Background: an optimization exercise with open tools, aiming at small area and a short achievable clock period. Do not read the settings as production practice.
Where RTL was checked, it was by simulation tests only, not by an equivalence proof against the original.

==> inputs of 07-15 <==
## LDL_crc32_dn_check
module LDL_crc32_dn_check #(parameter NUM = 16)(
  input  [8*NUM -1:0]        data,  
  input  [$clog2(NUM) -1:0]  bnum,  
  input         valid,
  input         eof  ,
  output reg    err  ,
  input         rst_n,
  input         clk
);
reg  [31:0] r;       
wire [15:1] en, dis;
crc_lanes u_lanes (.eof(eof), .bnum(bnum), .en(en), .dis(dis));
wire [993:0] t;
assign t[0] = data[120] ^ r[0];
assign t[1] = data[121] ^ r[1];
assign t[2] = data[122] ^ r[2];
assign t[3] = data[123] ^ r[3];
assign t[4] = data[124] ^ r[4];
assign t[5] = data[125] ^ r[5];
assign t[6] = data[126] ^ r[6];
assign t[7] = data[127] ^ r[7];
wire m8;
crc_nand2 n8 (.a(data[112]), .b(en[1]), .y(m8));
assign t[8] = ~(m8 ^ r[8]);
wire m9;
crc_nor2 n9 (.a(data[113]), .b(dis[1]), .y(m9));
assign t[9] = ~(m9 ^ r[9]);
wire m10;
crc_nor2 n10 (.a(data[114]), .b(dis[1]), .y(m10));
assign t[10] = ~(m10 ^ r[10]);
wire m11;
crc_nor2 n11 (.a(data[115]), .b(dis[1]), .y(m11));
assign t[11] = ~(m11 ^ r[11]);
wire m12;
crc_nor2 n12 (.a(data[116]), .b(dis[1]), .y(m12));
assign t[12] = ~(m12 ^ r[12]);
wire m13;
crc_nand2 n13 (.a(data[117]), .b(en[1]), .y(m13));
assign t[13] = ~(m13 ^ r[13]);
wire m14;
crc_nand2 n14 (.a(data[118]), .b(en[1]), .y(m14));
assign t[14] = ~(m14 ^ r[14]);
wire m15;
crc_nand2 n15 (.a(data[119]), .b(en[1]), .y(m15));
assign t[15] = ~(m15 ^ r[15]);
wire m16;
crc_nor2 n16 (.a(data[104]), .b(dis[2]), .y(m16));
assign t[16] = ~(m16 ^ r[16]);
wire m17;
crc_nand2 n17 (.a(data[105]), .b(en[2]), .y(m17));
assign t[17] = ~(m17 ^ r[17]);
wire m18;
crc_nand2 n18 (.a(data[106]), .b(en[2]), .y(m18));
assign t[18] = ~(m18 ^ r[18]);
wire m19;
crc_nor2 n19 (.a(data[107]), .b(dis[2]), .y(m19));
  ...
Settings: LEC_CHECK=0, ABC_CLOCK_PERIOD_IN_PS=1500, CAP_MARGIN=20, CORE_MARGIN=2, CORE_UTILIZATION=50, CTS_BUF_LIST=sky130_fd_sc_hd__clkbuf_4 sky130_fd_sc_hd__clkbuf_8, GPL_ROUTABILITY_DRIVEN=0, PLACE_DENSITY=0.75, SLEW_MARGIN=20, SYNTH_HIERARCHICAL=1, SYNTH_MINIMUM_KEEP_SIZE=0; clock period 24.0 ns.
standard.sh (not shown) runs the stock make flow with config.mk's settings and CLKGATE_MAP_FILE= SYNTH_SCRIPT=/design/flow/synth_recipe.tcl, a recipe that flattens the netlist after the stock synthesis.
==> flow/flow/run.sh <==
#!/bin/bash
# Layout: the standard ORFS flow (standard.sh) with the standard synthesis, and these
# changes to how the rest of the layout is made:
#  - port buffers are sky130_fd_sc_hd__buf_1 cells (buffer_ports -buffer_cell) instead of
#    the delay-buffer cells buffer_ports picks by default;
#  - after synthesis, the delay cells (clkdlybuf4s*, dlygate*, dlymetal*) join the
#    platform's DONT_USE_CELLS, so placement and repair do not use them;
set -euo pipefail
bash standard.sh synth > make_synth.log 2>&1
export BUFFER_PORTS_ARGS="-buffer_cell sky130_fd_sc_hd__buf_1"
DU="sky130_fd_sc_hd__probe_p_8 sky130_fd_sc_hd__probec_p_8 sky130_fd_sc_hd__lpflow_bleeder_1 sky130_fd_sc_hd__lpflow_clkbufkapwr_1 sky130_fd_sc_hd__lpflow_clkbufkapwr_16 sky130_fd_sc_hd__lpflow_clkbufkapwr_2 sky130_fd_sc_hd__lpflow_clkbufkapwr_4 sky130_fd_sc_hd__lpflow_clkbufkapwr_8 sky130_fd_sc_hd__lpflow_clkinvkapwr_1 sky130_fd_sc_hd__lpflow_clkinvkapwr_16 sky130_fd_sc_hd__lpflow_clkinvkapwr_2 sky130_fd_sc_hd__lpflow_clkinvkapwr_4 sky130_fd_sc_hd__lpflow_clkinvkapwr_8 sky130_fd_sc_hd__lpflow_decapkapwr_12 sky130_fd_sc_hd__lpflow_decapkapwr_3 sky130_fd_sc_hd__lpflow_decapkapwr_4 sky130_fd_sc_hd__lpflow_decapkapwr_6 sky130_fd_sc_hd__lpflow_decapkapwr_8 sky130_fd_sc_hd__lpflow_inputiso0n_1 sky130_fd_sc_hd__lpflow_inputiso0p_1 sky130_fd_sc_hd__lpflow_inputiso1n_1 sky130_fd_sc_hd__lpflow_inputiso1p_1 sky130_fd_sc_hd__lpflow_inputisolatch_1 sky130_fd_sc_hd__lpflow_isobufsrc_1 sky130_fd_sc_hd__lpflow_isobufsrc_16 sky130_fd_sc_hd__lpflow_isobufsrc_2 sky130_fd_sc_hd__lpflow_isobufsrc_4 sky130_fd_sc_hd__lpflow_isobufsrc_8 sky130_fd_sc_hd__lpflow_isobufsrckapwr_16 sky130_fd_sc_hd__lpflow_lsbuf_lh_hl_isowell_tap_1 sky130_fd_sc_hd__lpflow_lsbuf_lh_hl_isowell_tap_2 sky130_fd_sc_hd__lpflow_lsbuf_lh_hl_isowell_tap_4 sky130_fd_sc_hd__lpflow_lsbuf_lh_isowell_4 sky130_fd_sc_hd__lpflow_lsbuf_lh_isowell_tap_1 sky130_fd_sc_hd__lpflow_lsbuf_lh_isowell_tap_2 sky130_fd_sc_hd__lpflow_lsbuf_lh_isowell_tap_4"
DU="$DU sky130_fd_sc_hd__clkdlybuf4s15_1 sky130_fd_sc_hd__clkdlybuf4s15_2 sky130_fd_sc_hd__clkdlybuf4s18_1 sky130_fd_sc_hd__clkdlybuf4s18_2 sky130_fd_sc_hd__clkdlybuf4s25_1 sky130_fd_sc_hd__clkdlybuf4s25_2 sky130_fd_sc_hd__clkdlybuf4s50_1 sky130_fd_sc_hd__clkdlybuf4s50_2 sky130_fd_sc_hd__dlygate4sd1_1 sky130_fd_sc_hd__dlygate4sd2_1 sky130_fd_sc_hd__dlygate4sd3_1 sky130_fd_sc_hd__dlymetal6s2s_1 sky130_fd_sc_hd__dlymetal6s4s_1 sky130_fd_sc_hd__dlymetal6s6s_1"
bash standard.sh "DONT_USE_CELLS=$DU" SETUP_SLACK_MARGIN=14 finish > make_finish.log 2>&1
==> inputs of 09-27, as changes to 07-15 <==
- CORE_UTILIZATION: 50 -> 55
- PLACE_DENSITY: 0.75 -> 0.8
==> inputs of 10-14, as changes to 07-15 <==
- PLACE_DENSITY: 0.75 -> 0.65
==> summary.txt <==
|  | 09-27 | 07-15 | 10-14 |
|---|---|---|---|
| Result of the run | finished clean | finished clean | finished clean |
| CTS resizes | 7 | 6 | 9 |
| Clock Latency Late Sink | 290 ps | 290 ps | 300 ps |
| Wirelength per Cell | 29.09 um | 27.28 um | 28.00 um |
| Routing usage on met3 | 20.96% | 15.99% | 12.23% |
| Net total in the final layout | 1,422 | 1,424 | 1,421 |
| Worst-case reg-to-reg path depth | 12 | 12 | 13 |
| Cells after DPL | 1,501 | 1,537 | 1,536 |
| Highest achievable clock rate | 98.55 MHz | 101.0 MHz | 101.5 MHz |
| Stage delay of the slowest cell on the critical path | 550 ps | 530 ps | 720 ps |
| Worst Tran Pin Value | 1154 ps | 1106 ps | 1018 ps |
| Global-route wire length before repair | 60,160 um | 58,250 um | 60,020 um |
| Starting DRC count in detailed routing | 1,597 | 1,318 | 1,297 |
| Number of clock buffers in the layout | 8 | 7 | 6 |
| Global routing usage on met1 | 51.98% | 49.34% | 53.74% |
| Slowest stage cell on the critical path | sky130_fd_sc_hd__nand2_1 | sky130_fd_sc_hd__xor2_1 | sky130_fd_sc_hd__xor2_1 |
| Arrival time of the worst setup path | 10,320 ps | 10,070 ps | 10,020 ps |
| Final core utilization | 62.67% | 57.56% | 57.47% |
| Final Skew | 3.499 ps | 6.379 ps | 13.66 ps |


==> inputs of job 9972 <==
LDL_crc32_dn_check, a different RTL version from the one above (not shown whole).
==> module crc_lanes, before the edit <==
module crc_lanes (input eof, input [3:0] bnum, output [15:1] en, output [15:1] dis);
reg  [15:1] keep;
always @(*) begin
    case (bnum)
    4'd1: keep = 15'h0000;
    4'd2: keep = 15'h0001;
    4'd3: keep = 15'h0003;
    4'd4: keep = 15'h0007;
    4'd5: keep = 15'h000f;
    4'd6: keep = 15'h001f;
    4'd7: keep = 15'h003f;
    4'd8: keep = 15'h007f;
    4'd9: keep = 15'h00ff;
    4'd10: keep = 15'h01ff;
    4'd11: keep = 15'h03ff;
    4'd12: keep = 15'h07ff;
    4'd13: keep = 15'h0fff;
    4'd14: keep = 15'h1fff;
    4'd15: keep = 15'h3fff;
    default: keep = 15'h7fff;
    endcase
end
assign en  = keep | {15{!eof}};
assign dis = ~en;
endmodule
==> flow/config.mk <==
export PLATFORM = sky130hd
export DESIGN_NAME = LDL_crc32_dn_check
export DESIGN_NICKNAME = LDL_crc32_dn_check
export VERILOG_FILES = /design/flow/design.v
export SDC_FILE = /design/flow/constraint.sdc
export NUM_CORES = 4
export LEC_CHECK = 0
export ABC_CLOCK_PERIOD_IN_PS = 1500
export CAP_MARGIN = 20
export CORE_MARGIN = 2
export CORE_UTILIZATION = 50
export SLEW_MARGIN = 20
export SYNTH_HIERARCHICAL = 1
export SYNTH_MINIMUM_KEEP_SIZE = 0
==> flow/constraint.sdc <==
create_clock -name core_clock -period 24.0 [get_ports {clk}]
set_input_delay 4.8000 -clock core_clock [delete_from_list [all_inputs] [get_ports {clk}]]
set_output_delay 4.8000 -clock core_clock [all_outputs]
set_load 0.01 [all_outputs]
==> flow/flow/run.sh <==
#!/bin/bash
set -euo pipefail
export BUFFER_PORTS_ARGS="-buffer_cell sky130_fd_sc_hd__buf_1"
bash standard.sh SETUP_SLACK_MARGIN=14 finish > make_finish.log 2>&1
==> job 9407 (differences from job 9972) <==
--- a/flow/design.v
+++ b/flow/design.v
@@ -1358,27 +1358,79 @@
 endmodule
 module crc_lanes (input eof, input [3:0] bnum, output [15:1] en, output [15:1] dis);
-reg  [15:1] keep;
-always @(*) begin
-    case (bnum)
-    4'd1: keep = 15'h0000;
-    4'd2: keep = 15'h0001;
-    4'd3: keep = 15'h0003;
-    4'd4: keep = 15'h0007;
-    4'd5: keep = 15'h000f;
-    4'd6: keep = 15'h001f;
-    4'd7: keep = 15'h003f;
-    4'd8: keep = 15'h007f;
-    4'd9: keep = 15'h00ff;
-    4'd10: keep = 15'h01ff;
-    4'd11: keep = 15'h03ff;
-    4'd12: keep = 15'h07ff;
-    4'd13: keep = 15'h0fff;
-    4'd14: keep = 15'h1fff;
-    4'd15: keep = 15'h3fff;
-    default: keep = 15'h7fff;
-    endcase
-end
-assign en  = keep | {15{!eof}};
-assign dis = ~en;
+crc_lane1 u1 (.eof(eof), .bnum(bnum), .en(en[1]), .dis(dis[1]));
+crc_lane2 u2 (.eof(eof), .bnum(bnum), .en(en[2]), .dis(dis[2]));
+crc_lane3 u3 (.eof(eof), .bnum(bnum), .en(en[3]), .dis(dis[3]));
+crc_lane4 u4 (.eof(eof), .bnum(bnum), .en(en[4]), .dis(dis[4]));
+crc_lane5 u5 (.eof(eof), .bnum(bnum), .en(en[5]), .dis(dis[5]));
+crc_lane6 u6 (.eof(eof), .bnum(bnum), .en(en[6]), .dis(dis[6]));
+crc_lane7 u7 (.eof(eof), .bnum(bnum), .en(en[7]), .dis(dis[7]));
+crc_lane8 u8 (.eof(eof), .bnum(bnum), .en(en[8]), .dis(dis[8]));
+crc_lane9 u9 (.eof(eof), .bnum(bnum), .en(en[9]), .dis(dis[9]));
+crc_lane10 u10 (.eof(eof), .bnum(bnum), .en(en[10]), .dis(dis[10]));
+crc_lane11 u11 (.eof(eof), .bnum(bnum), .en(en[11]), .dis(dis[11]));
+crc_lane12 u12 (.eof(eof), .bnum(bnum), .en(en[12]), .dis(dis[12]));
+crc_lane13 u13 (.eof(eof), .bnum(bnum), .en(en[13]), .dis(dis[13]));
+crc_lane14 u14 (.eof(eof), .bnum(bnum), .en(en[14]), .dis(dis[14]));
+crc_lane15 u15 (.eof(eof), .bnum(bnum), .en(en[15]), .dis(dis[15]));
+endmodule
+module crc_lane1 (input eof, input [3:0] bnum, output en, output dis);
+assign dis = eof && (bnum != 4'd0) && (bnum <= 4'd1);
+assign en  = !dis;
+endmodule
+module crc_lane2 (input eof, input [3:0] bnum, output en, output dis);
+assign dis = eof && (bnum != 4'd0) && (bnum <= 4'd2);
+assign en  = !dis;
+endmodule
+module crc_lane3 (input eof, input [3:0] bnum, output en, output dis);
+assign dis = eof && (bnum != 4'd0) && (bnum <= 4'd3);
+assign en  = !dis;
+endmodule
+module crc_lane4 (input eof, input [3:0] bnum, output en, output dis);
+assign dis = eof && (bnum != 4'd0) && (bnum <= 4'd4);
+assign en  = !dis;
+endmodule
+module crc_lane5 (input eof, input [3:0] bnum, output en, output dis);
+assign dis = eof && (bnum != 4'd0) && (bnum <= 4'd5);
+assign en  = !dis;
+endmodule
+module crc_lane6 (input eof, input [3:0] bnum, output en, output dis);
+assign dis = eof && (bnum != 4'd0) && (bnum <= 4'd6);
+assign en  = !dis;
+endmodule
+module crc_lane7 (input eof, input [3:0] bnum, output en, output dis);
+assign dis = eof && (bnum != 4'd0) && (bnum <= 4'd7);
+assign en  = !dis;
+endmodule
+module crc_lane8 (input eof, input [3:0] bnum, output en, output dis);
+assign dis = eof && (bnum != 4'd0) && (bnum <= 4'd8);
+assign en  = !dis;
+endmodule
+module crc_lane9 (input eof, input [3:0] bnum, output en, output dis);
+assign dis = eof && (bnum != 4'd0) && (bnum <= 4'd9);
+assign en  = !dis;
+endmodule
+module crc_lane10 (input eof, input [3:0] bnum, output en, output dis);
+assign dis = eof && (bnum != 4'd0) && (bnum <= 4'd10);
+assign en  = !dis;
+endmodule
+module crc_lane11 (input eof, input [3:0] bnum, output en, output dis);
+assign dis = eof && (bnum != 4'd0) && (bnum <= 4'd11);
+assign en  = !dis;
+endmodule
+module crc_lane12 (input eof, input [3:0] bnum, output en, output dis);
+assign dis = eof && (bnum != 4'd0) && (bnum <= 4'd12);
+assign en  = !dis;
+endmodule
+module crc_lane13 (input eof, input [3:0] bnum, output en, output dis);
+assign dis = eof && (bnum != 4'd0) && (bnum <= 4'd13);
+assign en  = !dis;
+endmodule
+module crc_lane14 (input eof, input [3:0] bnum, output en, output dis);
+assign dis = eof && (bnum != 4'd0) && (bnum <= 4'd14);
+assign en  = !dis;
+endmodule
+module crc_lane15 (input eof, input [3:0] bnum, output en, output dis);
+assign dis = eof && (bnum != 4'd0) && (bnum <= 4'd15);
+assign en  = !dis;
 endmodule
 module crc_nand2 (input a, input b, output y);
CORE_UTILIZATION = 60   (was 50)
PLACE_DENSITY = 0.7   (was unset)
==> results_dict.tcl <==
set metrics [dict create \
    avgSynthCellArea_um2 8.32 \
    period_share_pct 41.6 \
    critPathRequiredTime_ps 24180 \
    fin_cells 1580 \
    synthesis.area_um2 10100 \
    status "finished clean" \
    crit_fanout 27 \
    whs_ps 490 \
    drive_gt1_share_pct 4.12 \
    grt_pass1_wl_um 66400 \
    fin_area_um2 11300 \
    synth-compound-area-share_pct 3.42 \
    synth_fa_ha_area_share_pct 0 \
    buffers_excl_clock 151 \
    die-height_um 134 \
    wirelength_um 48600 \
    multi_input_area_um2 9520 \
    ys_top_cells_by_area "xor2_1, dfxtp_1, nand2_1" \
]
Source of the figures above: job 9407

==> results_dict.tcl <==
set metrics [dict create \
    critPathRequiredTime_ps 24170 \
    fin_cells 1626 \
    synth_fa_ha_area_share_pct 0.499 \
    status "finished clean" \
    buffers_excl_clock 159 \
    multi_input_area_um2 9370 \
    ys_top_cells_by_area "xor2_1, dfxtp_1, nand2_1" \
    period_share_pct 41.7 \
    grt_pass1_wl_um 70100 \
    avgSynthCellArea_um2 8.29 \
    die-height_um 146 \
]
Source of the figures above: job 9972

The RTL of job 9972 was laid out without a check of its function.

==> port drivers added, routing unchanged <==
How much do the figures lean on ideal ports? The routed layouts below were timed once more, with nothing changed but the port constraints. Step 1 assumes that a clkbuf_16 drives the clock port and a buf_2 every other input. Step 2 adds t to the input delays and takes it off the output delays; t is the mean of the earliest and latest rising clock arrival at the registers after step 1. Input paths then give back, and output paths get back, about the clock's delay inside the block. a / b / c = ideal / step 1 / step 2; a / b = the first two.
run | t (ns) | setup WS [ns] | worst hold slack (ns)
07-15 | 0.310 | 14.097 / 14.101 / 13.791 | 0.489 / 0.489 / 0.489
09-27 | 0.315 | 13.853 / 13.860 / 13.545 | 0.490 / 0.490 / 0.490
10-14 | 0.316 | 14.149 / 14.153 / 13.838 | 0.485 / 0.485 / 0.485
job 9972 | 0.316 | 13.988 / 13.996 / 13.681 | 0.491 / 0.491 / 0.491
job 9407 | 0.321 | 14.012 / 14.025 / 13.705 | 0.490 / 0.490 / 0.490
After both steps setup and hold are still met in every run listed. The setup slack of 10-14, which loses most, moves by +0.004 ns with the drivers and by -0.311 ns with both steps.
